This design comes from an exercise in tuning for small area, a short achievable clock period and few clock cycles on the open sky130 flow, not from production work.
Function was not checked in any run shown here: the RTL went through the layout flow alone.
Power is estimated from default activity; no workload was simulated.

==> design.v <==
module LCD_CTRL(clk, reset, IROM_Q, cmd, cmd_valid, IROM_EN, IROM_A, IRB_RW, IRB_D, IRB_A, busy, done);
input clk;
input reset;
input [7:0] IROM_Q;
input [2:0] cmd;
input cmd_valid;
output IROM_EN;
output [5:0] IROM_A;
output IRB_RW;
output [7:0] IRB_D;
output [5:0] IRB_A;
output busy;
output done;
reg        IROM_EN;
reg  [5:0] IROM_A;
reg        IRB_RW;
reg  [7:0] IRB_D;
reg  [5:0] IRB_A;
reg        busy;
reg        done;
localparam [383:0] SPIRAL = 384'hff8fb9df0f7abe8f3b9e07d85d01c03c8181142103db1d72ba9d339a179959138934a30bb6ab2b96275a55251392371b;
genvar gi, gj;
integer i, j;
reg  [511:0] img;         
reg  [6:0]   n;           
reg  [6:0]   ln;          
reg  [5:0]   rks, rku, rkd, rkl, rkr;    
reg          fx, fy, tr;  
reg  [63:0]  pend;        
reg  [2:0]   X, Y;        
reg  [6:0]   rt;          
reg  [6:0]   cl;          
reg  [7:0]   wv [0:3];    
reg  [2:0]   c_r;         
reg          v_r;
reg          ok;          
reg          flush;       
reg  [5:0]   land_a;      
reg          land_v;
wire is_data = c_r[2] & (c_r[1] | c_r[0]);               
wire is_wr   = (c_r == 3'd0);
wire exec    = v_r & (~is_data | ok);
wire exec_d  = v_r & is_data & ok;
wire accept  = cmd_valid & ~busy & ~done;
wire mv_up = exec & (c_r == 3'd1) & ~rt[0];
wire mv_dn = exec & (c_r == 3'd2) & ~rt[6];
wire mv_lf = exec & (c_r == 3'd3) & ~cl[0];
wire mv_rt = exec & (c_r == 3'd4) & ~cl[6];
wire [6:0] rt_n = mv_up ? {1'b0, rt[6:1]} : mv_dn ? {rt[5:0], 1'b0} : rt;
wire [6:0] cl_n = mv_lf ? {1'b0, cl[6:1]} : mv_rt ? {cl[5:0], 1'b0} : cl;
wire [2:0] Y_n  = mv_up ? Y - 3'd1 : mv_dn ? Y + 3'd1 : Y;
wire [2:0] X_n  = mv_lf ? X - 3'd1 : mv_rt ? X + 3'd1 : X;
wire [7:0] rw  = {1'b0, rt} | {rt, 1'b0};                
wire [7:0] cw  = {1'b0, cl} | {cl, 1'b0};
wire [7:0] rwn = {1'b0, rt_n} | {rt_n, 1'b0};
wire [7:0] cwn = {1'b0, cl_n} | {cl_n, 1'b0};
wire [63:0] win_c, win_n, land_dec;
generate
for (gi = 0; gi < 64; gi = gi + 1) begin : msk
    assign win_c[gi]    = rw[gi/8] & cw[gi%8];
    assign win_n[gi]    = rwn[gi/8] & cwn[gi%8];
    assign land_dec[gi] = land_v & (land_a == gi);
end
endgenerate
function [3:0] cls_or;
    input [63:0] m;
    integer p;
    begin
        cls_or = 4'd0;
        for (p = 0; p < 64; p = p + 1)
            cls_or[{p[3], p[0]}] = cls_or[{p[3], p[0]}] | m[p];
    end
endfunction
wire [7:0] s1 = wv[0] ^ wv[1] ^ wv[2];
wire [8:0] c1 = {(wv[0] & wv[1]) | (wv[0] & wv[2]) | (wv[1] & wv[2]), 1'b0};
wire [8:0] s2 = {1'b0, s1} ^ c1 ^ {1'b0, wv[3]};
wire [9:0] c2 = {({1'b0, s1} & c1) | ({1'b0, s1} & {1'b0, wv[3]}) | (c1 & {1'b0, wv[3]}), 1'b0};
wire [9:0] sum = pfx_add({1'b0, s2}, c2);
function [9:0] pfx_add;
    input [9:0] a, b;
    reg [9:0] g, p, gg, pp;
    integer d, q;
    begin
        g = a & b; p = a ^ b; gg = g; pp = p;
        for (d = 1; d < 10; d = d * 2)
            for (q = 9; q >= 0; q = q - 1)
                if (q >= d) begin
                    gg[q] = gg[q] | (pp[q] & gg[q-d]);
                    pp[q] = pp[q] & pp[q-d];
                end
        pfx_add = p ^ {gg[8:0], 1'b0};
    end
endfunction
reg  [7:0] nv [0:3];      
always @(*) begin
    for (i = 0; i < 4; i = i + 1)
        case (c_r[1:0])
        2'b10:   nv[i] = wv[i ^ 2];           
        2'b11:   nv[i] = wv[i ^ 1];           
        default: nv[i] = sum[9:2];            
        endcase
end
reg [7:0] rd [0:3];
always @(*) begin
    for (i = 0; i < 4; i = i + 1) rd[i] = 8'd0;
    for (j = 0; j < 64; j = j + 1)
        rd[{j[3], j[0]}] = rd[{j[3], j[0]}] | ({8{win_n[j]}} & img[j*8 +: 8]);
end
wire [2:0] dy = (Y > 3'd4) ? Y - 3'd4 : 3'd4 - Y;
wire [2:0] dx = (X > 3'd4) ? X - 3'd4 : 3'd4 - X;
wire dcd = (n == 7'd4) | (n == 7'd16) | (n == 7'd36);
wire trd = dcd ? (dx > dy) : tr;
wire fxd = dcd ? (X > 3'd4) : fx;
wire fyd = dcd ? (Y > 3'd4) : fy;
wire [5:0] sa = sp_addr(n[5:0]);
wire [2:0] ra_ = trd ? sa[2:0] : sa[5:3];
wire [2:0] ca_ = trd ? sa[5:3] : sa[2:0];
wire [5:0] ia_nx = {ra_ ^ {3{fyd}}, ca_ ^ {3{fxd}}};    
wire [2:0] Xf = fxd ? 3'd0 - X_n : X_n;       
wire [2:0] Yf = fyd ? 3'd0 - Y_n : Y_n;
wire [2:0] Xb = trd ? Yf : Xf;
wire [2:0] Yb = trd ? Xf : Yf;
function [5:0] sp_addr;
    input [5:0] n;
    case (n)
    6'd0: sp_addr = 6'd27;
    6'd1: sp_addr = 6'd28;
    6'd2: sp_addr = 6'd35;
    6'd3: sp_addr = 6'd36;
    6'd4: sp_addr = 6'd19;
    6'd5: sp_addr = 6'd20;
    6'd6: sp_addr = 6'd18;
    6'd7: sp_addr = 6'd21;
    6'd8: sp_addr = 6'd26;
    6'd9: sp_addr = 6'd29;
    6'd10: sp_addr = 6'd34;
    6'd11: sp_addr = 6'd37;
    6'd12: sp_addr = 6'd43;
    6'd13: sp_addr = 6'd44;
    6'd14: sp_addr = 6'd42;
    6'd15: sp_addr = 6'd45;
    6'd16: sp_addr = 6'd11;
    6'd17: sp_addr = 6'd12;
    6'd18: sp_addr = 6'd10;
    6'd19: sp_addr = 6'd13;
    6'd20: sp_addr = 6'd9;
    6'd21: sp_addr = 6'd14;
    6'd22: sp_addr = 6'd17;
    6'd23: sp_addr = 6'd22;
    6'd24: sp_addr = 6'd25;
    6'd25: sp_addr = 6'd30;
    6'd26: sp_addr = 6'd33;
    6'd27: sp_addr = 6'd38;
    6'd28: sp_addr = 6'd51;
    6'd29: sp_addr = 6'd52;
    6'd30: sp_addr = 6'd41;
    6'd31: sp_addr = 6'd46;
    6'd32: sp_addr = 6'd50;
    6'd33: sp_addr = 6'd53;
    6'd34: sp_addr = 6'd49;
    6'd35: sp_addr = 6'd54;
    6'd36: sp_addr = 6'd3;
    6'd37: sp_addr = 6'd4;
    6'd38: sp_addr = 6'd2;
    6'd39: sp_addr = 6'd5;
    6'd40: sp_addr = 6'd1;
    6'd41: sp_addr = 6'd6;
    6'd42: sp_addr = 6'd8;
    6'd43: sp_addr = 6'd15;
    6'd44: sp_addr = 6'd0;
    6'd45: sp_addr = 6'd7;
    6'd46: sp_addr = 6'd16;
    6'd47: sp_addr = 6'd23;
    6'd48: sp_addr = 6'd24;
    6'd49: sp_addr = 6'd31;
    6'd50: sp_addr = 6'd32;
    6'd51: sp_addr = 6'd39;
    6'd52: sp_addr = 6'd59;
    6'd53: sp_addr = 6'd60;
    6'd54: sp_addr = 6'd40;
    6'd55: sp_addr = 6'd47;
    6'd56: sp_addr = 6'd58;
    6'd57: sp_addr = 6'd61;
    6'd58: sp_addr = 6'd48;
    6'd59: sp_addr = 6'd55;
    6'd60: sp_addr = 6'd57;
    6'd61: sp_addr = 6'd62;
    6'd62: sp_addr = 6'd56;
    6'd63: sp_addr = 6'd63;
    endcase
endfunction
function [5:0] rk_s;
    input [2:0] y, x;
    case ({y, x})
    {3'd1, 3'd1}: rk_s = 6'd44;
    {3'd1, 3'd2}: rk_s = 6'd40;
    {3'd1, 3'd3}: rk_s = 6'd38;
    {3'd1, 3'd4}: rk_s = 6'd37;
    {3'd1, 3'd5}: rk_s = 6'd39;
    {3'd1, 3'd6}: rk_s = 6'd41;
    {3'd1, 3'd7}: rk_s = 6'd45;
    {3'd2, 3'd1}: rk_s = 6'd46;
    {3'd2, 3'd2}: rk_s = 6'd22;
    {3'd2, 3'd3}: rk_s = 6'd18;
    {3'd2, 3'd4}: rk_s = 6'd17;
    {3'd2, 3'd5}: rk_s = 6'd19;
    {3'd2, 3'd6}: rk_s = 6'd23;
    {3'd2, 3'd7}: rk_s = 6'd47;
    {3'd3, 3'd1}: rk_s = 6'd48;
    {3'd3, 3'd2}: rk_s = 6'd24;
    {3'd3, 3'd3}: rk_s = 6'd8;
    {3'd3, 3'd4}: rk_s = 6'd5;
    {3'd3, 3'd5}: rk_s = 6'd9;
    {3'd3, 3'd6}: rk_s = 6'd25;
    {3'd3, 3'd7}: rk_s = 6'd49;
    {3'd4, 3'd1}: rk_s = 6'd50;
    {3'd4, 3'd2}: rk_s = 6'd26;
    {3'd4, 3'd3}: rk_s = 6'd10;
    {3'd4, 3'd4}: rk_s = 6'd3;
    {3'd4, 3'd5}: rk_s = 6'd11;
    {3'd4, 3'd6}: rk_s = 6'd27;
    {3'd4, 3'd7}: rk_s = 6'd51;
    {3'd5, 3'd1}: rk_s = 6'd54;
    {3'd5, 3'd2}: rk_s = 6'd30;
    {3'd5, 3'd3}: rk_s = 6'd14;
    {3'd5, 3'd4}: rk_s = 6'd13;
    {3'd5, 3'd5}: rk_s = 6'd15;
    {3'd5, 3'd6}: rk_s = 6'd31;
    {3'd5, 3'd7}: rk_s = 6'd55;
    {3'd6, 3'd1}: rk_s = 6'd58;
    {3'd6, 3'd2}: rk_s = 6'd34;
    {3'd6, 3'd3}: rk_s = 6'd32;
    {3'd6, 3'd4}: rk_s = 6'd29;
    {3'd6, 3'd5}: rk_s = 6'd33;
    {3'd6, 3'd6}: rk_s = 6'd35;
    {3'd6, 3'd7}: rk_s = 6'd59;
    {3'd7, 3'd1}: rk_s = 6'd62;
    {3'd7, 3'd2}: rk_s = 6'd60;
    {3'd7, 3'd3}: rk_s = 6'd56;
    {3'd7, 3'd4}: rk_s = 6'd53;
    {3'd7, 3'd5}: rk_s = 6'd57;
    {3'd7, 3'd6}: rk_s = 6'd61;
    {3'd7, 3'd7}: rk_s = 6'd63;
    default: rk_s = 6'd63;
    endcase
endfunction
function [5:0] rk_u;
    input [2:0] y, x;
    case ({y, x})
    {3'd2, 3'd1}: rk_u = 6'd44;
    {3'd2, 3'd2}: rk_u = 6'd40;
    {3'd2, 3'd3}: rk_u = 6'd38;
    {3'd2, 3'd4}: rk_u = 6'd37;
    {3'd2, 3'd5}: rk_u = 6'd39;
    {3'd2, 3'd6}: rk_u = 6'd41;
    {3'd2, 3'd7}: rk_u = 6'd45;
    {3'd3, 3'd1}: rk_u = 6'd46;
    {3'd3, 3'd2}: rk_u = 6'd22;
    {3'd3, 3'd3}: rk_u = 6'd18;
    {3'd3, 3'd4}: rk_u = 6'd17;
    {3'd3, 3'd5}: rk_u = 6'd19;
    {3'd3, 3'd6}: rk_u = 6'd23;
    {3'd3, 3'd7}: rk_u = 6'd47;
    {3'd4, 3'd1}: rk_u = 6'd48;
    {3'd4, 3'd2}: rk_u = 6'd24;
    {3'd4, 3'd3}: rk_u = 6'd8;
    {3'd4, 3'd4}: rk_u = 6'd5;
    {3'd4, 3'd5}: rk_u = 6'd9;
    {3'd4, 3'd6}: rk_u = 6'd25;
    {3'd4, 3'd7}: rk_u = 6'd49;
    {3'd5, 3'd1}: rk_u = 6'd50;
    {3'd5, 3'd2}: rk_u = 6'd26;
    {3'd5, 3'd3}: rk_u = 6'd10;
    {3'd5, 3'd4}: rk_u = 6'd3;
    {3'd5, 3'd5}: rk_u = 6'd11;
    {3'd5, 3'd6}: rk_u = 6'd27;
    {3'd5, 3'd7}: rk_u = 6'd51;
    {3'd6, 3'd1}: rk_u = 6'd54;
    {3'd6, 3'd2}: rk_u = 6'd30;
    {3'd6, 3'd3}: rk_u = 6'd14;
    {3'd6, 3'd4}: rk_u = 6'd13;
    {3'd6, 3'd5}: rk_u = 6'd15;
    {3'd6, 3'd6}: rk_u = 6'd31;
    {3'd6, 3'd7}: rk_u = 6'd55;
    {3'd7, 3'd1}: rk_u = 6'd58;
    {3'd7, 3'd2}: rk_u = 6'd34;
    {3'd7, 3'd3}: rk_u = 6'd32;
    {3'd7, 3'd4}: rk_u = 6'd29;
    {3'd7, 3'd5}: rk_u = 6'd33;
    {3'd7, 3'd6}: rk_u = 6'd35;
    {3'd7, 3'd7}: rk_u = 6'd59;
    default: rk_u = 6'd63;
    endcase
endfunction
function [5:0] rk_d;
    input [2:0] y, x;
    case ({y, x})
    {3'd1, 3'd1}: rk_d = 6'd46;
    {3'd1, 3'd2}: rk_d = 6'd22;
    {3'd1, 3'd3}: rk_d = 6'd18;
    {3'd1, 3'd4}: rk_d = 6'd17;
    {3'd1, 3'd5}: rk_d = 6'd19;
    {3'd1, 3'd6}: rk_d = 6'd23;
    {3'd1, 3'd7}: rk_d = 6'd47;
    {3'd2, 3'd1}: rk_d = 6'd48;
    {3'd2, 3'd2}: rk_d = 6'd24;
    {3'd2, 3'd3}: rk_d = 6'd8;
    {3'd2, 3'd4}: rk_d = 6'd5;
    {3'd2, 3'd5}: rk_d = 6'd9;
    {3'd2, 3'd6}: rk_d = 6'd25;
    {3'd2, 3'd7}: rk_d = 6'd49;
    {3'd3, 3'd1}: rk_d = 6'd50;
    {3'd3, 3'd2}: rk_d = 6'd26;
    {3'd3, 3'd3}: rk_d = 6'd10;
    {3'd3, 3'd4}: rk_d = 6'd3;
    {3'd3, 3'd5}: rk_d = 6'd11;
    {3'd3, 3'd6}: rk_d = 6'd27;
    {3'd3, 3'd7}: rk_d = 6'd51;
    {3'd4, 3'd1}: rk_d = 6'd54;
    {3'd4, 3'd2}: rk_d = 6'd30;
    {3'd4, 3'd3}: rk_d = 6'd14;
    {3'd4, 3'd4}: rk_d = 6'd13;
    {3'd4, 3'd5}: rk_d = 6'd15;
    {3'd4, 3'd6}: rk_d = 6'd31;
    {3'd4, 3'd7}: rk_d = 6'd55;
    {3'd5, 3'd1}: rk_d = 6'd58;
    {3'd5, 3'd2}: rk_d = 6'd34;
    {3'd5, 3'd3}: rk_d = 6'd32;
    {3'd5, 3'd4}: rk_d = 6'd29;
    {3'd5, 3'd5}: rk_d = 6'd33;
    {3'd5, 3'd6}: rk_d = 6'd35;
    {3'd5, 3'd7}: rk_d = 6'd59;
    {3'd6, 3'd1}: rk_d = 6'd62;
    {3'd6, 3'd2}: rk_d = 6'd60;
    {3'd6, 3'd3}: rk_d = 6'd56;
    {3'd6, 3'd4}: rk_d = 6'd53;
    {3'd6, 3'd5}: rk_d = 6'd57;
    {3'd6, 3'd6}: rk_d = 6'd61;
    {3'd6, 3'd7}: rk_d = 6'd63;
    default: rk_d = 6'd63;
    endcase
endfunction
function [5:0] rk_l;
    input [2:0] y, x;
    case ({y, x})
    {3'd1, 3'd2}: rk_l = 6'd44;
    {3'd1, 3'd3}: rk_l = 6'd40;
    {3'd1, 3'd4}: rk_l = 6'd38;
    {3'd1, 3'd5}: rk_l = 6'd37;
    {3'd1, 3'd6}: rk_l = 6'd39;
    {3'd1, 3'd7}: rk_l = 6'd41;
    {3'd2, 3'd2}: rk_l = 6'd46;
    {3'd2, 3'd3}: rk_l = 6'd22;
    {3'd2, 3'd4}: rk_l = 6'd18;
    {3'd2, 3'd5}: rk_l = 6'd17;
    {3'd2, 3'd6}: rk_l = 6'd19;
    {3'd2, 3'd7}: rk_l = 6'd23;
    {3'd3, 3'd2}: rk_l = 6'd48;
    {3'd3, 3'd3}: rk_l = 6'd24;
    {3'd3, 3'd4}: rk_l = 6'd8;
    {3'd3, 3'd5}: rk_l = 6'd5;
    {3'd3, 3'd6}: rk_l = 6'd9;
    {3'd3, 3'd7}: rk_l = 6'd25;
    {3'd4, 3'd2}: rk_l = 6'd50;
    {3'd4, 3'd3}: rk_l = 6'd26;
    {3'd4, 3'd4}: rk_l = 6'd10;
    {3'd4, 3'd5}: rk_l = 6'd3;
    {3'd4, 3'd6}: rk_l = 6'd11;
    {3'd4, 3'd7}: rk_l = 6'd27;
    {3'd5, 3'd2}: rk_l = 6'd54;
    {3'd5, 3'd3}: rk_l = 6'd30;
    {3'd5, 3'd4}: rk_l = 6'd14;
    {3'd5, 3'd5}: rk_l = 6'd13;
    {3'd5, 3'd6}: rk_l = 6'd15;
    {3'd5, 3'd7}: rk_l = 6'd31;
    {3'd6, 3'd2}: rk_l = 6'd58;
    {3'd6, 3'd3}: rk_l = 6'd34;
    {3'd6, 3'd4}: rk_l = 6'd32;
    {3'd6, 3'd5}: rk_l = 6'd29;
    {3'd6, 3'd6}: rk_l = 6'd33;
    {3'd6, 3'd7}: rk_l = 6'd35;
    {3'd7, 3'd2}: rk_l = 6'd62;
    {3'd7, 3'd3}: rk_l = 6'd60;
    {3'd7, 3'd4}: rk_l = 6'd56;
    {3'd7, 3'd5}: rk_l = 6'd53;
    {3'd7, 3'd6}: rk_l = 6'd57;
    {3'd7, 3'd7}: rk_l = 6'd61;
    default: rk_l = 6'd63;
    endcase
endfunction
function [5:0] rk_r;
    input [2:0] y, x;
    case ({y, x})
    {3'd1, 3'd1}: rk_r = 6'd40;
    {3'd1, 3'd2}: rk_r = 6'd38;
    {3'd1, 3'd3}: rk_r = 6'd37;
    {3'd1, 3'd4}: rk_r = 6'd39;
    {3'd1, 3'd5}: rk_r = 6'd41;
    {3'd1, 3'd6}: rk_r = 6'd45;
    {3'd2, 3'd1}: rk_r = 6'd22;
    {3'd2, 3'd2}: rk_r = 6'd18;
    {3'd2, 3'd3}: rk_r = 6'd17;
    {3'd2, 3'd4}: rk_r = 6'd19;
    {3'd2, 3'd5}: rk_r = 6'd23;
    {3'd2, 3'd6}: rk_r = 6'd47;
    {3'd3, 3'd1}: rk_r = 6'd24;
    {3'd3, 3'd2}: rk_r = 6'd8;
    {3'd3, 3'd3}: rk_r = 6'd5;
    {3'd3, 3'd4}: rk_r = 6'd9;
    {3'd3, 3'd5}: rk_r = 6'd25;
    {3'd3, 3'd6}: rk_r = 6'd49;
    {3'd4, 3'd1}: rk_r = 6'd26;
    {3'd4, 3'd2}: rk_r = 6'd10;
    {3'd4, 3'd3}: rk_r = 6'd3;
    {3'd4, 3'd4}: rk_r = 6'd11;
    {3'd4, 3'd5}: rk_r = 6'd27;
    {3'd4, 3'd6}: rk_r = 6'd51;
    {3'd5, 3'd1}: rk_r = 6'd30;
    {3'd5, 3'd2}: rk_r = 6'd14;
    {3'd5, 3'd3}: rk_r = 6'd13;
    {3'd5, 3'd4}: rk_r = 6'd15;
    {3'd5, 3'd5}: rk_r = 6'd31;
    {3'd5, 3'd6}: rk_r = 6'd55;
    {3'd6, 3'd1}: rk_r = 6'd34;
    {3'd6, 3'd2}: rk_r = 6'd32;
    {3'd6, 3'd3}: rk_r = 6'd29;
    {3'd6, 3'd4}: rk_r = 6'd33;
    {3'd6, 3'd5}: rk_r = 6'd35;
    {3'd6, 3'd6}: rk_r = 6'd59;
    {3'd7, 3'd1}: rk_r = 6'd60;
    {3'd7, 3'd2}: rk_r = 6'd56;
    {3'd7, 3'd3}: rk_r = 6'd53;
    {3'd7, 3'd4}: rk_r = 6'd57;
    {3'd7, 3'd5}: rk_r = 6'd61;
    {3'd7, 3'd6}: rk_r = 6'd63;
    default: rk_r = 6'd63;
    endcase
endfunction
wire [3:0] ia_r = 4'b0001 << IROM_A[4:3];
wire [3:0] ia_c = 4'b0001 << IROM_A[1:0];
wire [3:0] wr4 = rw[3:0] | rw[7:4];                    
wire [3:0] wc4 = cw[3:0] | cw[7:4];
wire [3:0] wr4u = {wr4[0], wr4[3:1]}, wr4d = {wr4[2:0], wr4[3]};
wire [3:0] wc4l = {wc4[0], wc4[3:1]}, wc4r = {wc4[2:0], wc4[3]};
wire hr  = |(ia_r & wr4),  hc  = |(ia_c & wc4);
wire hru = |(ia_r & wr4u), hrd = |(ia_r & wr4d);
wire hcl = |(ia_c & wc4l), hcr = |(ia_c & wc4r);
wire ld  = ~IROM_EN;
wire ok_s = ({1'b0, rks} < ln) & ~(ld & hr  & hc);
wire ok_u = ({1'b0, rku} < ln) & ~(ld & hru & hc);
wire ok_d = ({1'b0, rkd} < ln) & ~(ld & hrd & hc);
wire ok_l = ({1'b0, rkl} < ln) & ~(ld & hr  & hcl);
wire ok_r = ({1'b0, rkr} < ln) & ~(ld & hr  & hcr);
wire ok_n = mv_up ? ok_u : mv_dn ? ok_d : mv_lf ? ok_l : mv_rt ? ok_r : ok_s;
wire [3:0] fwd = cls_or(win_n & land_dec);
wire [63:0] wc = pend & ~(flush ? 64'd0 : win_c);
wire [63:0] wc_p;
generate
for (gi = 0; gi < 64; gi = gi + 1) begin : wp
    assign wc_p[gi] = wc[SPIRAL[(63-gi)*6 +: 6]];
end
endgenerate
wire [63:0] wg_p = wc_p & ~pre_or(wc_p);
reg  [5:0]  wa;
reg  [63:0] wg;
always @(*) begin
    wa = 6'd0; wg = 64'd0;
    for (j = 0; j < 64; j = j + 1) begin
        wa = wa | ({6{wg_p[j]}} & SPIRAL[(63-j)*6 +: 6]);
        wg[SPIRAL[(63-j)*6 +: 6]] = wg_p[j];
    end
end
reg  [5:0]  wa_r;
reg         wv_r;
reg  [7:0]  wd;
always @(*) begin
    wd = 8'd0;
    for (j = 0; j < 64; j = j + 1)
        wd = wd | ({8{wa_r == j}} & img[j*8 +: 8]);
end
wire wany = |wc;
function [63:0] pre_or;
    input [63:0] v;
    reg [63:0] s;
    integer d, q;
    begin
        s = v;
        for (d = 1; d < 64; d = d * 2)
            for (q = 63; q >= 0; q = q - 1)
                if (q >= d) s[q] = s[q] | s[q-d];
        pre_or = {s[62:0], 1'b0};
    end
endfunction
wire [3:0] r4 = rw[3:0] | rw[7:4];
wire [3:0] c4 = cw[3:0] | cw[7:4];
wire [7:0] wbus [0:15];
generate
for (gi = 0; gi < 4; gi = gi + 1) begin : wbr
    for (gj = 0; gj < 4; gj = gj + 1) begin : wbc
        wire s = exec_d & r4[gi] & c4[gj];
        assign wbus[gi*4+gj] = s ? nv[(gi%2)*2 + gj%2] : IROM_Q;
    end
end
endgenerate
always @(posedge clk) begin
    for (j = 0; j < 64; j = j + 1)
        if (land_dec[j] | (exec_d & win_c[j]))
            img[j*8 +: 8] <= wbus[((j/8)%4)*4 + (j%8)%4];
end
wire       flush_n = flush | (exec & is_wr);
wire       v_r_n   = accept | (v_r & ~exec);
wire [2:0] c_r_n   = accept ? cmd : c_r;
wire       busy_n  = flush_n | (v_r_n & ((c_r_n == 3'd0) | (c_r_n[2] & (c_r_n[1] | c_r_n[0]) & ~ok_n)));
always @(posedge clk or posedge reset) begin
    if (reset) begin
        X <= 3'd4; Y <= 3'd4; rt <= 7'b0001000; cl <= 7'b0001000;
        c_r <= 3'd0; v_r <= 1'b0; ok <= 1'b0; flush <= 1'b0;
        busy <= 1'b0; done <= 1'b0;
        fx <= 1'b0; fy <= 1'b0; tr <= 1'b0;
        n <= 7'd1; ln <= 7'd0; pend <= 64'd0;
        rks <= rk_s(3'd4, 3'd4); rku <= rk_u(3'd4, 3'd4); rkd <= rk_d(3'd4, 3'd4);
        rkl <= rk_l(3'd4, 3'd4); rkr <= rk_r(3'd4, 3'd4);
        IROM_A <= 6'd27; IROM_EN <= 1'b0;
        land_a <= 6'd0; land_v <= 1'b0;
        IRB_RW <= 1'b1; wv_r <= 1'b0;
    end else begin
        c_r <= c_r_n; v_r <= v_r_n; flush <= flush_n; busy <= busy_n;
        X <= X_n; Y <= Y_n; rt <= rt_n; cl <= cl_n;
        fx <= fxd; fy <= fyd; tr <= trd;
        rks <= rk_s(Yb, Xb);
        rku <= trd ? (fyd ? rk_r(Yb, Xb) : rk_l(Yb, Xb)) : (fyd ? rk_d(Yb, Xb) : rk_u(Yb, Xb));
        rkd <= trd ? (fyd ? rk_l(Yb, Xb) : rk_r(Yb, Xb)) : (fyd ? rk_u(Yb, Xb) : rk_d(Yb, Xb));
        rkl <= trd ? (fxd ? rk_d(Yb, Xb) : rk_u(Yb, Xb)) : (fxd ? rk_r(Yb, Xb) : rk_l(Yb, Xb));
        rkr <= trd ? (fxd ? rk_u(Yb, Xb) : rk_d(Yb, Xb)) : (fxd ? rk_l(Yb, Xb) : rk_r(Yb, Xb));
        ok <= ok_n;
        IROM_A <= ia_nx;
        IROM_EN <= n[6];
        n <= n + {6'd0, ~n[6]}; ln <= n;
        land_a <= IROM_A; land_v <= ~IROM_EN;
        pend <= (pend & ~wg) | land_dec | (exec_d ? win_c : 64'd0);
        wv_r <= wany; IRB_RW <= ~wv_r;
        done <= done | (flush & ~|pend & ~wv_r & n[6] & IROM_EN & ~land_v);
    end
end
always @(posedge clk) begin
    wa_r <= wa; IRB_A <= wa_r; IRB_D <= wd;
    for (i = 0; i < 4; i = i + 1)
        wv[i] <= exec_d ? nv[i] : (fwd[i] ? IROM_Q : rd[i]);
end
endmodule
==> flow/run.sh <==
#!/bin/bash
# Layout: the standard flow (standard.sh), unchanged, except that its
# timing repair (floorplan, CTS and global-route repair_timing) aims at a
# setup margin of 7.0 ns instead of 0, so it sizes the critical paths for a
# shorter period. The SDC, the clock period and every other step are the
# standard ones. make's full output goes to flow.log here; each ORFS step
# writes its own log under orfs/logs/.
set -euo pipefail
bash standard.sh SETUP_SLACK_MARGIN=7.0 finish > flow.log 2>&1
==> standard.sh <==
#!/bin/bash
# synth_recipe.tcl (not shown) runs the flow's synth.tcl, then flattens the netlist and writes it again
# the make line also repeats each setting of config.mk as NAME=value (left out here)
make -C /OpenROAD-flow-scripts/flow DESIGN_CONFIG=/design/flow/config.mk WORK_HOME=/design/flow/orfs CLKGATE_MAP_FILE= SYNTH_SCRIPT=/design/flow/synth_recipe.tcl "${@:-finish}"
==> config.mk <==
export PLATFORM = sky130hd
export DESIGN_NAME = LCD_CTRL
export DESIGN_NICKNAME = LCD_CTRL
export VERILOG_FILES = /design/flow/design.v
export SDC_FILE = /design/flow/constraint.sdc
export NUM_CORES = 8
export LEC_CHECK = 0
export CAP_MARGIN = 20
export CORE_MARGIN = 2
export CORE_UTILIZATION = 40
export CTS_BUF_LIST = sky130_fd_sc_hd__clkbuf_16
export CTS_CLUSTER_DIAMETER = 70
export CTS_CLUSTER_SIZE = 25
export SLEW_MARGIN = 20
==> constraint.sdc <==
create_clock -name core_clock -period 11.0 [get_ports {clk}]
set_input_delay 2.2000 -clock core_clock [delete_from_list [all_inputs] [get_ports {clk}]]
set_output_delay 2.2000 -clock core_clock [all_outputs]
set_load 0.01 [all_outputs]
==> summary.md, run 1 <==
| Metric | Value |
|---|---|
| Status | timing/DRC/antenna clean |
| Mapped Avg Cell Area | 10.9 um^2 |
| Crit-path cells | buf_12 -> or4b_4 -> o21ai_1 -> o32a_2 -> inv_1 -> ha_1 -> mux2i_4 -> mux2i_4 -> buf_12 -> ha_4 -> inv_6 -> nor3_4 -> a22oi_2 -> o211ai_1 -> o21ai_1 -> a21o_1 -> o21ai_2 -> a221o_1 |
| Tmin final | 4120 ps |
| Final hold vios | 0 |
| Root buf cell | clkbuf_16 |
| Number of distinct library cells after synthesis | 119 |
| Clock Latency Late Sink | 700 ps |
| RePlAce Congestion | 1.17 |
| DP HPWL | 171,000 um |
| Worst slew pin tran | 1310 ps |
| Initial antenna violation count | 21 |
| Achievable frequency | 0.243 GHz |
| Final slew viol count | 0 |
| Delay of the slowest critical-path stage | 590 ps |
| Main synth FF type | edfxtp_1 |
| Worst path bufs/invs | 4 |
| Total gr overflow | 0 |
| Setup TNS | 0 ps |
| DRC | 0 |
| Crit path max-delay family | compound AO/OA/AOI/OAI gates |
| CP Data Required Time | 11,570 ps |
| WS Path Type | reg2reg |
| Area growth syn-to-layout | 19.6% |
| DR WL met2 | 94,400 um |
| Setup violators final | 0 |
| Post-synth EDFFs | 512 |
| Place WS | 5390 ps |
| Peak supply drop | 0.324 mV |
| Post-synthesis cell count | 3,524 |
| #FFs+latches synth | 718 |
| Clock transition at path regs | 80 ps |
| Via-per-instance ratio | 7.47 |
| Cell Rows | 113 |
| Skew final | 31.1 ps |
| Worst min-delay path class | reg2reg |
| Mapped Area | 38,600 um^2 |
| Max cap viols | 0 |
| Leakage power | 0.0164 uW |
| Vias in the first global route | 34,300 |
| Via count | 38,000 |
| Post-layout nets | 3,853 |
| Gr usage total | 0.465 |
| Synth async-reset ratio | 0.214 |
| Slowest-stage cell, CP | or4b_4 |
| WL met1 | 79,900 um |
| Relative slew slack | 0.129 |
| RSZ-0062 raised after global routing | true |
| CTS tree | done |
| ANT nets after route | 0 |
| Die height | 314 um |
| CTS Buffer Depth | 3 |
| First-pass GRT wire length | 310,000 um |
| Sink Count | 718 |
| Initial DRC Count | 7,501 |
| Endpoint type of the worst setup path | flip-flop |
| Top layer in use | met5 |
| Critical path data arrival time | 4680 ps |
| Syn Nets | 3,616 |
| Commonest non-fill, non-tap cell in the layout | edfxtp_1 |
| CTS H-Tree Depth | 2 |
| Largest net degree at the start of global routing | 155 |
| Max Fanout on Critical Path | 12 |
| CTS Buf Count | 52 |
| Die span in x | 314 um |
| Routed wl met3 | 34,000 um |
| Routed WL | 234,000 um |
| TritonRoute pass-1 iters | 10 |
| Initial Util | 0.405 |
| Yosys warns | 4 |
| Power per cell area | 332 nW/um^2 |
| Startpoint Class | flip-flop |
| Number of buffers added on ports | 37 |
| Final worst setup slack | 6880 ps |
| Drt wl/cell | 46.0 um |
| Final period utilization | 0.374 |
| Most frequent cells in the layout | 512 x edfxtp_1, 294 x nor2_1, 286 x buf_4 |
| Die area | 98,900 um^2 |
| Core area | 95,300 um^2 |
| I/O pins | 38 |
| Layout cell share with drive strength beyond 1 | 0.229 |
| Sequential share of the synthesized area | 0.526 |
| # hold bufs at CTS | 0 |
-- logic make-up after synthesis --
family	Yosys count	share of synthesized area
AO/OA/AOI/OAI	1216	0.233
XOR/XNOR	23	0.00620
adder cells (fa/ha/maj)	78	0.0284
buffers and inverters	257	0.0283
flip-flops	718	0.526
multiplexers	140	0.0403
AND/OR/NAND/NOR	1092	0.137
-- path summary, 6_finish.rpt --
check,from,to,slack [ps],cells past startpoint
min in group asynchronous,reset,n[4]$_DFF_PP0_,1980,3
max reg2reg,c_r[1]$_DFF_PP0_,rku[3]$_DFF_PP0_,6880,18
max in group asynchronous,reset,done$_DFF_PP0_,8030,3
min,IROM_A[5]$_DFF_PP0_,land_a[5]$_DFF_PP0_,420,0
max,c_r[1]$_DFF_PP0_,rku[3]$_DFF_PP0_,6880,18
min reg2reg,IROM_A[5]$_DFF_PP0_,land_a[5]$_DFF_PP0_,420,0
-- Yosys cell counts (53+ instances only) --
library cell	instances	area share
a21o_1	62	0.012
a21oi_1	201	0.026
a221oi_1	168	0.038
a222oi_1	54	0.014
a22o_1	161	0.037
a22oi_1	108	0.021
clkbuf_1	108	0.011
dfrtp_1	132	0.086
edfxtp_1	512	0.40
ha_1	62	0.020
inv_1	77	0.0075
mux2_2	53	0.015
mux2i_1	77	0.020
nand2_1	277	0.027
nand3_1	110	0.014
nand4_1	73	0.012
nor2_1	352	0.034
o21ai_0	131	0.017
o22ai_1	73	0.012
-- routing by layer --
metal | GRT usage | up-vias
met5 | 0.0392 | -
met4 | 0.375 | 26
li1 | - | 14500
met3 | 0.202 | 1159
met1 | 0.546 | 18600
met2 | 0.656 | 3695
-- power by group --
group	leakage (uW)	internal [uW]	switching, uW
sequential	0.00683	3360	490
clock	0.000930	1020	1180
combinational	0.00863	3130	6130
total	0.0164	7510	7800
-- sequential cells by signal, summed over array words and instances (netlist names), 7 cells and up --
register  cells
img         512
pend         64
wv           32
IRB_D         8
cl            7
n             7
rt            7
-- metrics by stage --
| step | cells | hold slack (ps) | cell area [um^2] | total power, uW | utilization |
|---|---|---|---|---|---|
| after floorplan | 3524 | 349 | 38600 | 8020 | - |
| after global placement | 4843 | 387 | 41500 | 11200 | 0.435 |
| after detailed placement | 4843 | 394 | 41500 | 11200 | 0.435 |
| after CTS | 5028 | 416 | 45100 | 14200 | 0.473 |
| after global routing | 5070 | 438 | 46100 | 15700 | 0.484 |
| final | 5083 | 422 | 46100 | 15300 | 0.484 |
-- final cells by class --
type                            instances  area [um^2]
Antenna cell                           15         37.5
Clock buffer                           54         1350
Clock inverter                         42          524
Fill cell                            8632        49200
Inverter                               82          359
Multi-Input combinational cell       2553        18900
Sequential cell                       718        20300
Tap cell                             1265         1580
Timing Repair Buffer                  353         2980
Timing Repair inverter                  1         8.76
-- repair_timing --
action                     CTS  global route
cloned                       7             1
hold endpoints to repair     0             0
buffers inserted            82            35
pin swaps                   51            51
gates resized for setup    212           129
setup endpoints to repair  584           412
==> run 2, diff against run 1 <==
--- a/design.v
+++ b/design.v
@@ -26,5 +26,5 @@
 reg  [6:0]   ln;          
 reg  [5:0]   rks, rku, rkd, rkl, rkr;    
-reg          fx, fy, tr;  
+reg          fy;          
 reg  [63:0]  pend;        
 reg  [2:0]   X, Y;        
@@ -107,18 +107,8 @@
         rd[{j[3], j[0]}] = rd[{j[3], j[0]}] | ({8{win_n[j]}} & img[j*8 +: 8]);
 end
-wire [2:0] dy = (Y > 3'd4) ? Y - 3'd4 : 3'd4 - Y;
-wire [2:0] dx = (X > 3'd4) ? X - 3'd4 : 3'd4 - X;
-wire dcd = (n == 7'd4) | (n == 7'd16) | (n == 7'd36);
-wire trd = dcd ? (dx > dy) : tr;
-wire fxd = dcd ? (X > 3'd4) : fx;
-wire fyd = dcd ? (Y > 3'd4) : fy;
+wire fyd = ((n == 7'd4) | (n == 7'd16) | (n == 7'd36)) ? (Y > 3'd4) : fy;
 wire [5:0] sa = sp_addr(n[5:0]);
-wire [2:0] ra_ = trd ? sa[2:0] : sa[5:3];
-wire [2:0] ca_ = trd ? sa[5:3] : sa[2:0];
-wire [5:0] ia_nx = {ra_ ^ {3{fyd}}, ca_ ^ {3{fxd}}};    
-wire [2:0] Xf = fxd ? 3'd0 - X_n : X_n;       
-wire [2:0] Yf = fyd ? 3'd0 - Y_n : Y_n;
-wire [2:0] Xb = trd ? Yf : Xf;
-wire [2:0] Yb = trd ? Xf : Yf;
+wire [5:0] ia_nx = {sa[5:3] ^ {3{fyd}}, sa[2:0]};        
+wire [2:0] Yb = fyd ? 3'd0 - Y_n : Y_n;                   
 function [5:0] sp_addr;
     input [5:0] n;
@@ -462,14 +452,19 @@
 endgenerate
 wire [63:0] wg_p = wc_p & ~pre_or(wc_p);
-reg  [5:0]  wa;
 reg  [63:0] wg;
 always @(*) begin
-    wa = 6'd0; wg = 64'd0;
-    for (j = 0; j < 64; j = j + 1) begin
-        wa = wa | ({6{wg_p[j]}} & SPIRAL[(63-j)*6 +: 6]);
+    wg = 64'd0;
+    for (j = 0; j < 64; j = j + 1)
         wg[SPIRAL[(63-j)*6 +: 6]] = wg_p[j];
+end
+reg  [7:0]  wrow, wcol;
+always @(*) begin
+    wrow = 8'd0; wcol = 8'd0;
+    for (j = 0; j < 64; j = j + 1) begin
+        wrow[j/8] = wrow[j/8] | wg[j];
+        wcol[j%8] = wcol[j%8] | wg[j];
     end
 end
-reg  [5:0]  wa_r;
+reg  [7:0]  wr_r, wc_r;
 reg         wv_r;
 reg  [7:0]  wd;
@@ -477,6 +472,10 @@
     wd = 8'd0;
     for (j = 0; j < 64; j = j + 1)
-        wd = wd | ({8{wa_r == j}} & img[j*8 +: 8]);
+        wd = wd | ({8{wr_r[j/8] & wc_r[j%8]}} & img[j*8 +: 8]);
 end
+function [2:0] enc8;
+    input [7:0] v;
+    enc8 = {|v[7:4], |{v[7:6], v[3:2]}, |{v[7], v[5], v[3], v[1]}};
+endfunction
 wire wany = |wc;
 function [63:0] pre_or;
@@ -517,5 +516,5 @@
         c_r <= 3'd0; v_r <= 1'b0; ok <= 1'b0; flush <= 1'b0;
         busy <= 1'b0; done <= 1'b0;
-        fx <= 1'b0; fy <= 1'b0; tr <= 1'b0;
+        fy <= 1'b0;
         n <= 7'd1; ln <= 7'd0; pend <= 64'd0;
         rks <= rk_s(3'd4, 3'd4); rku <= rk_u(3'd4, 3'd4); rkd <= rk_d(3'd4, 3'd4);
@@ -527,10 +526,9 @@
         c_r <= c_r_n; v_r <= v_r_n; flush <= flush_n; busy <= busy_n;
         X <= X_n; Y <= Y_n; rt <= rt_n; cl <= cl_n;
-        fx <= fxd; fy <= fyd; tr <= trd;
-        rks <= rk_s(Yb, Xb);
-        rku <= trd ? (fyd ? rk_r(Yb, Xb) : rk_l(Yb, Xb)) : (fyd ? rk_d(Yb, Xb) : rk_u(Yb, Xb));
-        rkd <= trd ? (fyd ? rk_l(Yb, Xb) : rk_r(Yb, Xb)) : (fyd ? rk_u(Yb, Xb) : rk_d(Yb, Xb));
-        rkl <= trd ? (fxd ? rk_d(Yb, Xb) : rk_u(Yb, Xb)) : (fxd ? rk_r(Yb, Xb) : rk_l(Yb, Xb));
-        rkr <= trd ? (fxd ? rk_u(Yb, Xb) : rk_d(Yb, Xb)) : (fxd ? rk_l(Yb, Xb) : rk_r(Yb, Xb));
+        fy <= fyd;
+        rks <= rk_s(Yb, X_n);
+        rku <= fyd ? rk_d(Yb, X_n) : rk_u(Yb, X_n);
+        rkd <= fyd ? rk_u(Yb, X_n) : rk_d(Yb, X_n);
+        rkl <= rk_l(Yb, X_n); rkr <= rk_r(Yb, X_n);
         ok <= ok_n;
         IROM_A <= ia_nx;
@@ -544,5 +542,5 @@
 end
 always @(posedge clk) begin
-    wa_r <= wa; IRB_A <= wa_r; IRB_D <= wd;
+    wr_r <= wrow; wc_r <= wcol; IRB_A <= {enc8(wr_r), enc8(wc_r)}; IRB_D <= wd;
     for (i = 0; i < 4; i = i + 1)
         wv[i] <= exec_d ? nv[i] : (fwd[i] ? IROM_Q : rd[i]);
==> run 2 against run 1 <==
Effect of this change: die area decreased by 1.9%; via count down 7.0%; clock skew up 14 ps; highest routed layer unchanged; clock power is about 10% higher; sequential cell count is 7 higher; first-iteration DRC count down 8.3%; routed wire length is 14% lower; hold slack got worse by 3.5 ps; critical path type unchanged; worst setup slack better by 46 ps; combinational power decreased by 19%; sequential share of layout area increased by 3.7 points.
==> summary.md, run 2 <==
| Metric | Value |
|---|---|
| Status | timing/DRC/antenna clean |
| Most frequent cells in the layout | 512 x edfxtp_1, 258 x nor2_1, 206 x nand2_1 |
| Register with the highest flop count | img |
| Sw power | 6990 uW (-10%) |
| DP HPWL | 141,000 um (-18%) |
| CTS H-Tree Depth | 2 (unchanged) |
| Fill count | 8,725 (+1.1%) |
| Setup TNS | 0 ps (unchanged) |
| Leakage power | 0.0149 uW (-9.2%) |
| Tmin final | 4070 ps (-45.5 ps) |
| Startpoint Class | flip-flop |
| Crit-path cells | buf_4 -> and2_1 -> a32o_1 -> a21oi_1 -> nand4_1 -> nor3_1 -> nand4_1 |
| Initial DRC Count | 6,878 (-8.3%) |
| Seq. cell area | 20,500 um^2 (+0.61%) |
| Drt wl/cell | 42.2 um (-8.4%) |
| Most frequent cells after synthesis | 512 x edfxtp_1, 276 x nor2_1, 209 x nand2_1 |
| CTS Buffer Depth | 3 (unchanged) |
| Routed WL | 201,000 um (-14%) |
| Cell Rows | 112 (-0.88%) |
| Mapped Area | 37,800 um^2 (-1.9%) |
| Clock power frac | 0.179 (+0.036) |
| DRC | 0 (unchanged) |
| Power per cell area | 318 nW/um^2 (-4.2%) |
| Clock transition at path regs | 100 ps (+20 ps) |
| Synth async-reset ratio | 0.208 (-0.00621) |
| Final hold vios | 0 (unchanged) |
| Vias in the first global route | 32,100 (-6.4%) |
| CTS Buf Count | 55 (+5.8%) |
| Yosys top cell by area | edfxtp_1 |
| Initial antenna violation count | 15 (-29%) |
| Relative slew slack | 0.132 (+0.00331) |
| Skew final | 45.3 ps (+14.2 ps) |
| Synth top area share | 0.407 (+0.00781) |
| Number of buffers added on ports | 37 (unchanged) |
| Layout cell share with drive strength beyond 1 | 0.144 (-0.0852) |
| Die span in x | 311 um (-0.95%) |
| Mapped Avg Cell Area | 11.0 um^2 (+0.15%) |
| Critical path data arrival time | 4440 ps (-240 ps) |
| Worst slew pin tran | 1300 ps (-4.97 ps) |
| Initial Util | 0.405 (about the same) |
| CP most frequent cell | nand4_1 |
| Commonest non-fill, non-tap cell in the layout | edfxtp_1 |
| Total gr overflow | 0 (unchanged) |
| Die height | 311 um (-0.95%) |
| Max Fanout on Critical Path | 50 (+38) |
| #FFs+latches synth | 725 (+0.97%) |
| RSZ-0062 raised after global routing | true |
| Final slew viol count | 0 (unchanged) |
| Syn Nets | 3,535 (-2.2%) |
| Peak supply drop | 0.214 mV (-34%) |
| ANT nets after route | 0 (unchanged) |
| RePlAce Congestion | 1.08 (-6.9%) |
| Post-synth EDFFs | 512 (unchanged) |
| TritonRoute pass-1 iters | 14 (+4) |
| Core area | 93,500 um^2 (-1.9%) |
| Overall Power | 13,600 uW (-11%) |
| Int Pwr | 6610 uW (-12%) |
| Most instantiated library cell after synthesis | edfxtp_1 |
| Gr usage total | 0.402 (-0.0635) |
| Net Sw Frac | 0.514 (+0.00449) |
| Max cap viols | 0 (unchanged) |
| Max FFs per register | 512 (unchanged) |
| Setup violators final | 0 (unchanged) |
| Largest regs | img: 512 flops, pend: 64 flops, wv: 32 flops |
| Post-synthesis cell count | 3,451 (-2.1%) |
| Area growth syn-to-layout | 13.1% |
| Final period utilization | 0.370 (-0.00414) |
| Reg power frac | 0.271 (+0.020) |
| Logic gate share of total power | 0.551 (-0.054) |
| WS Path Type | reg2reg |
| Post-layout nets | 3,542 (-8.1%) |
| Worst min-delay path class | reg2reg |
| Sequential share of the synthesized area | 0.540 (+0.0136) |
| Achievable frequency | 0.246 GHz (+1.1%) |
| Multi-input gate area | 16,600 um^2 (-12%) |
| CTS tree | done |
| I/O pins | 38 (unchanged) |
| Via count | 35,300 (-7.0%) |
| Endpoint type of the worst setup path | flip-flop |
| Slowest-stage cell, CP | nor3_1 |
| Largest net degree at the start of global routing | 152 (-1.9%) |
| Number of distinct library cells after synthesis | 107 (-10%) |
| Sink Count | 725 (+0.97%) |
| Non-filler cells, final | 4,766 (-6.2%) |
| CP Data Required Time | 11,360 ps (-210 ps) |
| Worst path bufs/invs | 1 (-3) |
| Placed cells | 4,622 (-4.6%) |
| Core Util, Final | 0.457 (-0.0264) |
| Yosys warns | 4 (unchanged) |
| Crit path max-delay family | simple AND/OR/NAND/NOR gates |
| Via-per-instance ratio | 7.41 (-0.77%) |
| Root buf cell | clkbuf_16 |
| First-pass GRT wire length | 271,000 um (-13%) |
| Clock Latency Late Sink | 700 ps (about the same) |
| Delay of the slowest critical-path stage | 770 ps (+180 ps) |
| Main synth FF type | edfxtp_1 |
| Ranking of synthesized cells by area | edfxtp_1 41%, dfrtp_1 8.5%, a22oi_1 4.0% |
| Die area | 97,000 um^2 (-1.9%) |
==> run 2: what timing repair did <==
item | 4_1_cts | 5_1_grt
gates resized for setup | 45 | 57
setup buffers | 17 | 13
hold endpoints to repair | 0 | 0
gates cloned | 1 | 1
setup endpoints to repair | 161 | 425
pin swaps | 2 | 4
hold buffers | 0 | 0
==> run 2: layout make-up <==
type                            count  area share
Antenna cell                        8    0.000468
Multi-Input combinational cell   2403       0.389
Clock buffer                       58      0.0339
Timing Repair inverter              1    0.000117
Tap cell                         1254      0.0367
Sequential cell                   725       0.478
Clock inverter                     45      0.0165
Timing Repair Buffer              195      0.0377
Inverter                           77     0.00720
==> run 2: logic make-up after synthesis <==
group | share of synthesized area
multiplexers | 0.0358
AO/OA/AOI/OAI | 0.231
XOR/XNOR | 0.00417
adder cells (fa/ha/maj) | 0.0266
buffers and inverters | 0.0339
AND/OR/NAND/NOR | 0.128
flip-flops | 0.540
==> run 2: final timing paths <==
| path | from | end | slack [ps] | depth (start not counted) |
|---|---|---|---|---|
| max in group asynchronous | reset | cl[6]$_DFF_PP0_ | 8160 | 3 |
| min in group asynchronous | reset | n[4]$_DFF_PP0_ | 2030 | 3 |
| worst min-delay path | wv_r$_DFF_PP0_ | IRB_RW$_DFF_PP1_ | 420 | 1 |
| worst max register to register | wr_r[0]$_DFF_P_ | IRB_D[0]$_DFF_P_ | 6930 | 7 |
| worst max-delay path | wr_r[0]$_DFF_P_ | IRB_D[0]$_DFF_P_ | 6930 | 7 |
| worst min register to register | wv_r$_DFF_PP0_ | IRB_RW$_DFF_PP1_ | 420 | 1 |
==> run 2: power groups by stage <==
| stage | clock network, uW | registers (uW) | logic [uW] |
|---|---|---|---|
| global route | 2510 | 3690 | 7560 |
| global placement | 0 | 3720 | 6590 |
| floorplan | 0 | 3500 | 3920 |
| detailed placement | 0 | 3720 | 6590 |
| finish | 2430 | 3680 | 7490 |
| CTS | 2430 | 3650 | 6740 |
==> run 2: metrics by stage <==
step | area, um^2 | setup slack, ps | hold WS, ps
after CTS | 42400 | 6970 | 409
final | 42800 | 6930 | 418
after floorplan | 37800 | 6920 | 352
after detailed placement | 39900 | 5950 | 400
after global routing | 42700 | 6960 | 432
after global placement | 39900 | 5980 | 383
==> run 2: metal layers <==
layer  routed length [um]  part of all wire  global-route usage  vias up
li1                     -                 -                   -    13700
met1                68600              0.34               0.478    17200
met2                80800              0.40               0.567     3521
met3                33000              0.16               0.199      915
met4                18400             0.091               0.271       24
met5                  315            0.0016              0.0128        -
==> run 2: worst reg2reg max path, delay by kind of cell, from the launching register on <==
kind            cells  cell delay (ps)
simple gates        4             2180
flops               1              320
compound gates      2              890
buf+inv             1              380

-- separate check: timing with driven ports --
No port has a modelled driver above. Below, the same layouts with a new extraction and two added sets of constraints.
Step 1 assumes that a clkbuf_16 drives the clock port and a buf_2 every other input.
Step 2 also shifts input and output timing later by t, the mid clock arrival at the registers, as if the neighbouring blocks saw the same clock.
Three values: ideal ports, drivers, drivers and shift; two values: the first two.
run	t, ns	setup WS [ns]	worst slew at a driven data input, ns
run 1	0.755	6.881 / 6.881 / 6.272	0.05
run 2	0.746	6.927 / 6.927 / 6.656	0.04
After both steps every run listed still meets setup and hold. For run 1, which loses most, drivers alone change the setup slack by 0.000 ns; drivers and shift together by -0.609 ns.
